This is an optimization exercise on Yosys and OpenROAD, whose aim is small area, a short achievable clock period and few clock cycles, not a production implementation. In this exercise RTL edits were held to simulation tests only and were not proved equivalent to the original.

## run A
Design MyDesign, start of the top module:
module MyDesign (
  input  wire        dut_run,
  output reg         dut_busy,
  input  wire        reset_b,
  input  wire        clk,
  output wire        input_sram_write_enable,
  output wire [11:0] input_sram_write_addresss,
  output wire [15:0] input_sram_write_data,
  output reg  [11:0] input_sram_read_address,
  input  wire [15:0] input_sram_read_data,
  output reg         output_sram_write_enable,
  output reg  [11:0] output_sram_write_addresss,
  output reg  [15:0] output_sram_write_data,
  output wire [11:0] output_sram_read_address,
  input  wire [15:0] output_sram_read_data,
  output wire        scratchpad_sram_write_enable,
  output wire [11:0] scratchpad_sram_write_addresss,
  output wire [15:0] scratchpad_sram_write_data,
  output wire [11:0] scratchpad_sram_read_address,
  input  wire [15:0] scratchpad_sram_read_data,
  output wire        weights_sram_write_enable,
  output wire [11:0] weights_sram_write_addresss,
  output wire [15:0] weights_sram_write_data,
  output wire [11:0] weights_sram_read_address,
  input  wire [15:0] weights_sram_read_data
);
  assign input_sram_write_enable = 1'b0;
  assign input_sram_write_addresss = 12'd0;
  assign input_sram_write_data = 16'd0;
  assign output_sram_read_address = 12'd0;
  assign scratchpad_sram_write_enable = 1'b0;
  assign scratchpad_sram_write_addresss = 12'd0;
  assign scratchpad_sram_write_data = 16'd0;
  assign scratchpad_sram_read_address = 12'd0;
  assign weights_sram_write_enable = 1'b0;
  assign weights_sram_write_addresss = 12'd0;
  assign weights_sram_write_data = 16'd0;
  localparam [3:0] S_IDLE = 4'd0, S_R0S = 4'd1, S_BUB = 4'd2, S_MS = 4'd3,
  ...
For scale: about 230 I/O pins.
Settings: LEC_CHECK=0, CAP_MARGIN=20, CORE_MARGIN=2, CORE_UTILIZATION=40, CTS_CLUSTER_DIAMETER=70, CTS_CLUSTER_SIZE=35, PLACE_DENSITY=0.6, SETUP_SLACK_MARGIN=4.75, SLEW_MARGIN=20; clock period 8.5 ns.
run.sh (not shown) runs the stock make flow with config.mk's settings and CLKGATE_MAP_FILE= SYNTH_SCRIPT=/design/flow/synth_recipe.tcl, a recipe that flattens the netlist after the stock synthesis.
Run A: done, clean on timing, DRC and antenna
Testbench counts of run A, summed over its fixed seeds: cycles 100,730.
#### Input delta (run B over run A)
diff --git a/flow/config.mk b/flow/config.mk
--- a/flow/config.mk
+++ b/flow/config.mk
@@ -9,6 +9,6 @@
 export CORE_MARGIN = 2
 export CORE_UTILIZATION = 40
-export CTS_CLUSTER_DIAMETER = 70
-export CTS_CLUSTER_SIZE = 35
+export CTS_CLUSTER_DIAMETER = 80
+export CTS_CLUSTER_SIZE = 30
 export PLACE_DENSITY = 0.6
 export SETUP_SLACK_MARGIN = 4.75
--- outcome ---
Clock transition at the register clock pins on the worst setup and hold paths after CTS in run B is 0.02 ns below run A.
Run B ends up with a number of gates resized after cts that is 1 lower than in run A.
What run C does differently from run B at the input level:
diff --git a/flow/config.mk b/flow/config.mk
--- a/flow/config.mk
+++ b/flow/config.mk
@@ -9,6 +9,4 @@
 export CORE_MARGIN = 2
 export CORE_UTILIZATION = 40
-export CTS_CLUSTER_DIAMETER = 80
-export CTS_CLUSTER_SIZE = 30
 export PLACE_DENSITY = 0.6
 export SETUP_SLACK_MARGIN = 4.75
Results
- Run C ended up with a higher number of gates resized after CTS than run B did.
- [compare] base=run B new=run C: signed area change from the synthesized netlist to the final layout moved up, die area level.
- As far as number of vias per cell after detailed routing is concerned, run C and run B perform about the same.
[inputs] run D vs run C
diff --git a/flow/config.mk b/flow/config.mk
--- a/flow/config.mk
+++ b/flow/config.mk
@@ -9,4 +9,6 @@
 export CORE_MARGIN = 2
 export CORE_UTILIZATION = 40
+export CTS_CLUSTER_DIAMETER = 45
+export CTS_CLUSTER_SIZE = 50
 export PLACE_DENSITY = 0.6
 export SETUP_SLACK_MARGIN = 4.75
--- outcome ---
Compared with run C, in run D clock-pin slew of the registers on the worst-case setup and hold paths stayed essentially flat, fraction of cell area in non-clock buffers stayed essentially flat.
Taking run C as the reference, in run D global router's overall resource usage ~0 delta; fmax ~0 delta.
The run showing the smaller time the worst path needs with I/O delays and setup is run C.

Starting RTL as in the previous note.
export LEC_CHECK = 0
export CAP_MARGIN = 20
export CORE_MARGIN = 2
export CORE_UTILIZATION = 40
export CTS_CLUSTER_DIAMETER = 60
export CTS_CLUSTER_SIZE = 30
export PLACE_DENSITY = 0.6
export SETUP_SLACK_MARGIN = 4.75
export SLEW_MARGIN = 20
create_clock -name core_clock -period 8.5 [get_ports {clk}]
Testbench counts at the start, summed over its fixed seeds: cycles 100,730.
Next try:
--- a/flow/config.mk
+++ b/flow/config.mk
@@ -9,6 +9,6 @@
 export CORE_MARGIN = 2
 export CORE_UTILIZATION = 40
-export CTS_CLUSTER_DIAMETER = 60
-export CTS_CLUSTER_SIZE = 30
+export CTS_CLUSTER_DIAMETER = 50
+export CTS_CLUSTER_SIZE = 40
 export PLACE_DENSITY = 0.6
 export SETUP_SLACK_MARGIN = 4.75
Result: Utilization came out higher by 1.1 points. Critical path depth is lower by 1. Worst hold slack degrades by 0.0058 ns.
Next try:
--- a/flow/config.mk
+++ b/flow/config.mk
@@ -9,7 +9,5 @@
 export CORE_MARGIN = 2
 export CORE_UTILIZATION = 40
-export CTS_CLUSTER_DIAMETER = 50
-export CTS_CLUSTER_SIZE = 40
 export PLACE_DENSITY = 0.6
-export SETUP_SLACK_MARGIN = 4.75
+export SETUP_SLACK_MARGIN = 5.0
 export SLEW_MARGIN = 20
=>
- setup slack improved by 0.065 ns
- sequential share of layout area fell by 1.3 points
- final area came out higher by 4.5%
- maximum frequency grows by 1.8%
- core utilization went up by 2.0 points
- final cell count rose by 2.9%

separate check: timing with driven ports:
The results above use ideal ports. As a check the final layouts listed here were re-extracted and re-timed, cells and wires unchanged.
Step 1: set_driving_cell puts a clkbuf_16 on clk and a buf_2 on each other input, an assumption about the parent block.
Step 2 also shifts input and output timing later by t, the mid clock arrival at the registers, as if the neighbouring blocks saw the same clock.
Slacks: ideal ports / drivers / drivers and shift; pairs: ideal ports / drivers.
run	t (ns)	setup slack, ns	worst hold slack (ns)	clock arrival spread, ns	slew at the worst register clock pin (ns)
run A	0.662	4.829 / 4.829 / 4.304	0.327 / 0.327 / 0.327	0.070 / 0.070	0.12 / 0.12
run B	0.654	4.811 / 4.811 / 4.331	0.329 / 0.329 / 0.329	0.056 / 0.056	0.11 / 0.11
run C	0.707	4.828 / 4.828 / 4.318	0.323 / 0.323 / 0.323	0.066 / 0.066	0.07 / 0.07
run D	0.684	4.819 / 4.819 / 4.321	0.320 / 0.320 / 0.320	0.042 / 0.041	0.07 / 0.07
the first run of note 2	0.679	4.818 / 4.818 / 4.361	0.330 / 0.330 / 0.330	0.066 / 0.066	0.11 / 0.11
the second run of note 2	0.703	4.848 / 4.848 / 4.387	0.324 / 0.324 / 0.324	0.088 / 0.088	0.09 / 0.09
the third run of note 2	0.716	4.913 / 4.913 / 4.564	0.325 / 0.325 / 0.325	0.067 / 0.067	0.08 / 0.08
After both steps every run listed still meets setup and hold. For run A, which loses most, drivers alone change the setup slack by 0.000 ns; drivers and shift together by -0.525 ns.
